What follows belongs to an exercise in optimizing a design on an open flow for small area; a production flow would make more cautious choices. Function was checked by simulation only, so behaviour that the tests miss may differ from the original. No driver is modelled on the clock port, so clocking that relies on it looks cheaper here than on a real chip.

==> inputs of run Y <==
==> flow/design.v <==
module decot(numero0, leds);
    input  [3:0] numero0;
    output [6:0] leds;
    wire [3:0] n = numero0;
    assign leds[0] = ((n[0] & ~n[1] & ~n[3]));
    assign leds[1] = ((n[1] & n[2]));
    assign leds[2] = ((~n[0] & n[1] & ~n[2] & ~n[3]));
    assign leds[3] = ((n[0] & ~n[1]));
    assign leds[4] = ~((~n[0] & ~n[2]) | (n[0] & n[1] & n[2]));
    assign leds[5] = ((n[0] & ~n[1] & ~n[2]) | (n[1] & ~n[2] & ~n[3]));
    assign leds[6] = ((~n[1] & ~n[2]));
endmodule
module separa(numero, up, passo);
    input  [15:0] numero;
    input         up;
    output [15:0] passo;
    function [4:0] tg(input [3:0] d, input up);
        begin
            tg[0] = ~((~d[1] & d[2] & ~up) | (~d[1] & d[3] & ~up) | (d[0] & d[1] & ~d[3] & up));
            tg[1] = ((~d[1] & d[2]) | (~d[1] & d[3]) | (~d[0] & ~up) | (d[0] & up));
            tg[2] = ((~d[1] & d[2] & ~up) | (~d[1] & d[3] & ~up) | (d[0] & d[1] & ~d[3] & up));
            tg[3] = ~((~d[0] & d[1]) | (~d[1] & d[2]) | (d[0] & ~d[2] & ~d[3]) | (d[1] & ~up) | (~d[1] & up));
            tg[4] = ((~d[0] & ~d[1] & ~up) | (d[0] & d[1] & d[3] & up));
        end
    endfunction
    wire [4:0] t0 = tg(numero[3:0], up), t1 = tg(numero[7:4], up);
    wire [4:0] t2 = tg(numero[11:8], up), t3 = tg(numero[15:12], up);
    wire c1 = t0[4], c2 = c1 & t1[4], c3 = c2 & t2[4];
    assign passo = numero ^ {t3[3:0] & {4{c3}}, t2[3:0] & {4{c2}}, t1[3:0] & {4{c1}}, t0[3:0]};
endmodule
module tecladinho(clk, rst, memlinha, memcoluna, num2, num);
    input clk;
    input rst;
    input [1:4] memlinha;
    output [1:4] memcoluna;
    output reg [15:0] num;
    output reg [15:0] num2;
    reg [2:0] count;
    wire scan = (count == 3'd3);
    always @(posedge clk) begin
        if (rst) count <= 3'd0;
        else     count <= count + 3'd1;
    end
    reg [1:3] col;
    assign memcoluna = {col, 1'b1};
    always @(posedge clk) begin
        if (rst)       col <= 3'b011;
        else if (scan) col <= {col[3], col[1:2]};
    end
    wire r1 = (memlinha == 4'b0111), r2 = (memlinha == 4'b1011);
    wire r3 = (memlinha == 4'b1101), r4 = (memlinha == 4'b1110);
    wire dig = r1 | r2 | r3 | (r4 & ~col[2]);
    wire [3:0] d = {r3, r2, col[1] & ~r4, col[2] & ~r4};
    wire kin   = ~rst & scan & dig;
    wire latch = ~rst & scan & ~col[3] & r4;
    wire hnum  = ~rst & ~kin;
    wire htgt  = ~rst & ~latch;
    always @(posedge clk) begin
        num  <= ({16{kin}} & {num[11:0], d}) | ({16{hnum}} & num);
        num2 <= ({16{latch}} & num) | ({16{htgt}} & num2);
    end
endmodule
module main(clk, rst, enable, funcao, reset, para, filete1, filete2, filete3, filete4, membpeg, membsai, fio1, fio2, fio3, fio4);
    input clk;
    input rst;
    input funcao;
    input enable;
    input reset;
    input para;
    input [1:4] membpeg;
    output [6:0] filete1;
    output [6:0] filete2;
    output [6:0] filete3;
    output [6:0] filete4;
    output [6:0] fio1;
    output [6:0] fio2;
    output [6:0] fio3;
    output [6:0] fio4;
    output [1:4] membsai;
    localparam CONF = 2'd0, CRON = 2'd1, TEMP = 2'd2, PARAR = 2'd3;
    wire [15:0] num;    
    wire [15:0] tgt;    
    tecladinho tec(clk, rst, membpeg, membsai, tgt, num);
    reg  [1:0]  estado;
    reg         flag;     
    reg  [15:0] shown;    
    reg  [15:0] run;      
    reg  [6:0]  pulsos;   
    wire conf = (estado == CONF);
    wire cron = (estado == CRON);
    wire par  = (estado == PARAR);
    wire go   = ~conf & ~par;
    wire press = ~para & flag;
    wire up    = cron | (par & ~funcao);
    wire [15:0] x = run ^ tgt;
    wire [16:0] l;
    assign l[0] = 1'b0;
    genvar i;
    generate for (i = 0; i < 16; i = i + 1) begin : cmp
        assign l[i+1] = x[i] ? tgt[i] : l[i];
    end endgenerate
    wire ltt  = l[16];
    wire neq  = |x;
    wire nz   = |run;
    wire active = up ? neq : nz;
    localparam [6:0] P_START = 7'b0010001;
    wire tick = pulsos[6] & ~pulsos[5] & pulsos[3] & ~pulsos[2] & ~pulsos[1];
    wire stp  = tick & (up ? ltt : nz);
    wire [15:0] passo;
    separa st(run, up, passo);
    wire zsel = conf ? (enable & ~funcao) : up;
    wire hp  = ~conf & press;             
    wire rL  = conf | (~hp & ~reset & (par | ~stp));
    wire rP  = ~conf & ~press & stp & (go | reset);
    wire rR  = ~rL & ~rP;
    wire sL  = ~rst & (conf | (~reset & (par ? ~press : ~stp)));
    wire sP  = ~rst & go & stp;
    wire sR  = ~rst & ((go & ~stp & reset) | (par & press));
    wire sH  = ~rst & par & ~press & reset;
    wire pA  = ~hp & ~conf & active & (go | reset);
    wire pS  = conf | (~hp & ~reset & (par | ~active)) | (pA & tick);
    wire pV  = pA & ~tick;
    wire pH  = ~pS & ~pA;
    wire [6:0] pshift = {pulsos[5:0], pulsos[6] ^ pulsos[0]};
    always @(posedge clk) begin
        flag   <= para;
        run    <= ({16{rL & ~zsel}} & tgt) | ({16{rP}} & passo) | ({16{rR}} & run);
        shown  <= ({16{sL & ~zsel}} & tgt) | ({16{sP}} & passo) | ({16{sR}} & run) | ({16{sH}} & shown);
        pulsos <= ({7{pS}} & P_START) | ({7{pV}} & pshift) | ({7{pH}} & pulsos);
    end
    always @(posedge clk) begin
        if (rst)
            estado <= CONF;
        else if (conf)
            estado <= enable ? (funcao ? TEMP : CRON) : CONF;
        else if (~enable)
            estado <= CONF;
        else if (go)
            estado <= press ? PARAR : estado;
        else if (~reset | press)
            estado <= funcao ? TEMP : CRON;
    end
    decot dig0(shown[3:0],   filete1);
    decot dig1(shown[7:4],   filete2);
    decot dig2(shown[11:8],  filete3);
    decot dig3(shown[15:12], filete4);
    decot dois0(num[3:0],   fio1);
    decot dois1(num[7:4],   fio2);
    decot dois2(num[11:8],  fio3);
    decot dois3(num[15:12], fio4);
endmodule
==> flow/flow/run.sh <==
#!/bin/bash
# The standard layout (standard.sh, ORFS) with these changes, made through
# the environment:
#  - after floorplan, the combinational logic is resynthesised for area with
#    OpenROAD's restructure (flow/restructure.tcl; ABC's log in rmp/abc.log);
#  - ports are buffered with the smallest buffer;
#  - the clock tree uses clkbuf_8 and no dummy loads.
# make's full output goes to standard.log; each ORFS step writes its own log
# under orfs/logs.
export POST_FLOORPLAN_TCL="$PWD/flow/restructure.tcl"
export FLOW_RMP_DIR="$PWD/rmp"
export BUFFER_PORTS_ARGS="-buffer_cell sky130_fd_sc_hd__buf_1"
export CTS_ARGS="-sink_clustering_enable -repair_clock_nets -dont_use_dummy_load -buf_list sky130_fd_sc_hd__clkbuf_8"
bash standard.sh > standard.log 2>&1
==> flow/flow/restructure.tcl <==
# Sourced by ORFS at the end of floorplan (POST_FLOORPLAN_TCL): area-oriented
# resynthesis of the combinational logic between the registers (OpenROAD's
# restructure, which runs ABC). Registers, ports and the clock are untouched.
set tielo [join $::env(TIELO_CELL_AND_PORT) /]
set tiehi [join $::env(TIEHI_CELL_AND_PORT) /]
file mkdir $::env(FLOW_RMP_DIR)
report_design_area
restructure -target area -liberty_file [lindex $::env(LIB_FILES) 0] \
  -tielo_port $tielo -tiehi_port $tiehi \
  -work_dir $::env(FLOW_RMP_DIR) -abc_logfile $::env(FLOW_RMP_DIR)/abc.log
report_design_area
==> flow/standard.sh <==
#!/bin/bash
# synth_recipe.tcl (not shown) runs the flow's synth.tcl, then flattens the netlist and writes it again
# the make line also repeats each setting of config.mk as NAME=value (left out here)
make -C /OpenROAD-flow-scripts/flow DESIGN_CONFIG=/design/flow/config.mk WORK_HOME=/design/flow/orfs CLKGATE_MAP_FILE= SYNTH_SCRIPT=/design/flow/synth_recipe.tcl "${@:-finish}"
==> flow/config.mk <==
export PLATFORM = sky130hd
export DESIGN_NAME = main
export DESIGN_NICKNAME = main
export VERILOG_FILES = /design/flow/design.v
export SDC_FILE = /design/flow/constraint.sdc
export NUM_CORES = 4
export LEC_CHECK = 0
export ABC_AREA = 1
export CAP_MARGIN = 20
export CORE_MARGIN = 2
export CORE_UTILIZATION = 40
export SLEW_MARGIN = 20
==> flow/constraint.sdc <==
create_clock -name core_clock -period 13.0 [get_ports {clk}]
set_input_delay 2.6000 -clock core_clock [delete_from_list [all_inputs] [get_ports {clk}]]
set_output_delay 2.6000 -clock core_clock [all_outputs]
set_load 0.01 [all_outputs]
==> run D (differences from run Y) <==
==> flow/design.v, changed modules only <==
module tecladinho(clk, rst, memlinha, memcoluna, num2, num);
    input clk;
    input rst;
    input [1:4] memlinha;
    output [1:4] memcoluna;
    output reg [15:0] num;
    output reg [15:0] num2;
    reg [2:0] count;
    wire scan = (count == 3'd3);
    always @(posedge clk) begin
        if (rst) count <= 3'd0;
        else     count <= count + 3'd1;
    end
    reg [1:0] c;
    wire [1:3] col = {c[1] | c[0], ~c[0], ~c[1]};
    assign memcoluna = {col, 1'b1};
    always @(posedge clk) begin
        if (rst)       c <= 2'd0;
        else if (scan) c <= {c[0], ~c[0] & ~c[1]};
    end
    wire r1 = (memlinha == 4'b0111), r2 = (memlinha == 4'b1011);
    wire r3 = (memlinha == 4'b1101), r4 = (memlinha == 4'b1110);
    wire dig = r1 | r2 | r3 | (r4 & ~col[2]);
    wire [3:0] d = {r3, r2, col[1] & ~r4, col[2] & ~r4};
    wire kin   = ~rst & scan & dig;
    wire latch = ~rst & scan & ~col[3] & r4;
    wire hnum  = ~rst & ~kin;
    wire htgt  = ~rst & ~latch;
    always @(posedge clk) begin
        num  <= ({16{kin}} & {num[11:0], d}) | ({16{hnum}} & num);
        num2 <= ({16{latch}} & num) | ({16{htgt}} & num2);
    end
endmodule
==> flow/flow/run.sh (replaced) <==
#!/bin/bash
# The standard layout (standard.sh, ORFS) with these changes, made through
# the environment:
#  - after floorplan, the combinational logic is resynthesised for area with
#    OpenROAD's restructure (flow/restructure.tcl; ABC's log in rmp/abc.log);
#  - ports are buffered with the smallest buffer;
#  - the clock tree uses clkbuf_4 and no dummy loads; a clock buffer whose
#    loads would see a high slew becomes a clkbuf_8 (flow/clock_leaves.tcl).
# make's full output goes to standard.log; each ORFS step writes its own log
# under orfs/logs.
export POST_FLOORPLAN_TCL="$PWD/flow/restructure.tcl"
export FLOW_RMP_DIR="$PWD/rmp"
export POST_CTS_TCL="$PWD/flow/clock_leaves.tcl"
export BUFFER_PORTS_ARGS="-buffer_cell sky130_fd_sc_hd__buf_1"
export CTS_ARGS="-sink_clustering_enable -repair_clock_nets -dont_use_dummy_load -buf_list sky130_fd_sc_hd__clkbuf_4"
bash standard.sh > standard.log 2>&1
==> flow/flow/clock_leaves.tcl (new file) <==
set_propagated_clock [all_clocks]
estimate_parasitics -placement
set swapped 0
foreach c [get_cells clkbuf_*] {
  set out [get_pins -of_objects $c -filter "direction==output"]
  set worst 0
  foreach p [get_pins -of_objects [get_nets -of_objects $out] -filter "direction==input"] {
    set s [get_property $p slew_max]
    if {$s > $worst} { set worst $s }
  }
  if {$worst > 0.110} {
    puts "clock buffer [get_name $c]: slew [format %.3f $worst] ns at its loads, now clkbuf_8"
    replace_cell $c sky130_fd_sc_hd__clkbuf_8
    incr swapped
  }
}
if {$swapped} {
  detailed_placement
  check_placement -verbose
  estimate_parasitics -placement
}
==> flow/flow/restructure.tcl (replaced) <==
# Sourced by ORFS at the end of floorplan (POST_FLOORPLAN_TCL): area-oriented
# resynthesis (two passes) of the combinational logic between the registers
# (OpenROAD's restructure, which runs ABC). Registers, ports and the clock are
# untouched. A later pass can delete a tie cell that drives an output port
# directly (it sees a constant output), so such tie cells are put back.

# output ports driven directly by a tie cell: {net pin master}
proc my_port_ties {} {
  set res {}
  foreach bt [[ord::get_db_block] getBTerms] {
    if {[$bt getIoType] ne "OUTPUT"} { continue }
    set net [$bt getNet]
    if {$net eq "NULL"} { continue }
    foreach it [$net getITerms] {
      set m [[$it getInst] getMaster]
      if {[string match *conb* [$m getName]]} {
        lappend res [list [$net getName] [[$it getMTerm] getName] [$m getName]]
      }
    }
  }
  return $res
}

# give a tie cell back to each such port that lost its driver
proc my_restore_ties {ties} {
  set block [ord::get_db_block]
  set db [ord::get_db]
  foreach t $ties {
    lassign $t netname pin mname
    set net [$block findNet $netname]
    set driven 0
    foreach it [$net getITerms] {
      if {[$it isOutputSignal]} { set driven 1 }
    }
    if {$driven} { continue }
    set i 0
    while {[$block findInst my_tie_$i] ne "NULL"} { incr i }
    set inst [odb::dbInst_create $block [$db findMaster $mname] my_tie_$i]
    [$inst findITerm $pin] connect $net
    puts "restored tie cell $mname/$pin on $netname"
  }
}

set tielo [join $::env(TIELO_CELL_AND_PORT) /]
set tiehi [join $::env(TIEHI_CELL_AND_PORT) /]
file mkdir $::env(FLOW_RMP_DIR)
report_design_area
set ties {}
foreach pass {1 2} {
  restructure -target area -liberty_file [lindex $::env(LIB_FILES) 0] \
    -tielo_port $tielo -tiehi_port $tiehi \
    -work_dir $::env(FLOW_RMP_DIR) -abc_logfile $::env(FLOW_RMP_DIR)/abc$pass.log
  my_restore_ties $ties
  set ties [my_port_ties]
  report_design_area
}
--- a/flow/config.mk
+++ b/flow/config.mk
@@ -8,5 +8,5 @@
 export ABC_AREA = 1
 export CAP_MARGIN = 20
 export CORE_MARGIN = 2
-export CORE_UTILIZATION = 40
+export CORE_UTILIZATION = 80
 export SLEW_MARGIN = 20
==> qor.yml <==
first_pass_iters: 8
grt_pass1_wl_mm: 19.1
outcome: "timing/DRC/antenna clean"
rrSetupSlack_ns: 9.06
grt_max_degree: 33
htree_levels: 3
power.switching_uw: 108
cp_num_cells: 14
synth_area_sq_um: 4970
grt_use_met2_pct: 28.4
(the above is from run Y)
==> qor.yml <==
grt_pass1_wl_mm: 16.8
cp_num_cells: 11
first_pass_iters: 9
outcome: "timing/DRC/antenna clean"
multi_input_area_share_pct: 44.2
grt_use_met2_pct: 52.4
rrSetupSlack_ns: 9.16
grt_max_degree: 18
synth_area_sq_um: 4900
power.switching_uw: 101
(the above is from run D)

## separate check: timing with driven ports
In the flow no input, the clock included, has a driving cell. The finished layouts below were timed again as built, in two steps. Step 1 (the two cells are an assumption about what drives the block):
set clk [get_ports {clk}]
set_driving_cell -lib_cell sky130_fd_sc_hd__clkbuf_16 $clk
set_driving_cell -lib_cell sky130_fd_sc_hd__buf_2 [delete_from_list [all_inputs] $clk]
Step 2 moves the port delays by t, midway between the first and last clock arrival at a register: inputs arrive t later, outputs are due t later. That takes back most of the time a late clock gives input paths. a / b / c = ideal / step 1 / step 2; a / b = the first two.
run	t (ns)	slack for setup (ns)	hold slack, ns	clock arrival spread, ns
run Y	0.366	7.470 / 7.478 / 7.112	0.441 / 0.441 / 0.441	0.026 / 0.025
run D	0.436	7.856 / 7.863 / 7.427	0.436 / 0.436 / 0.436	0.026 / 0.026
After both steps every run listed still meets setup and hold. The setup slack of run D, which loses most, moves by +0.007 ns with the drivers and by -0.429 ns with both steps.
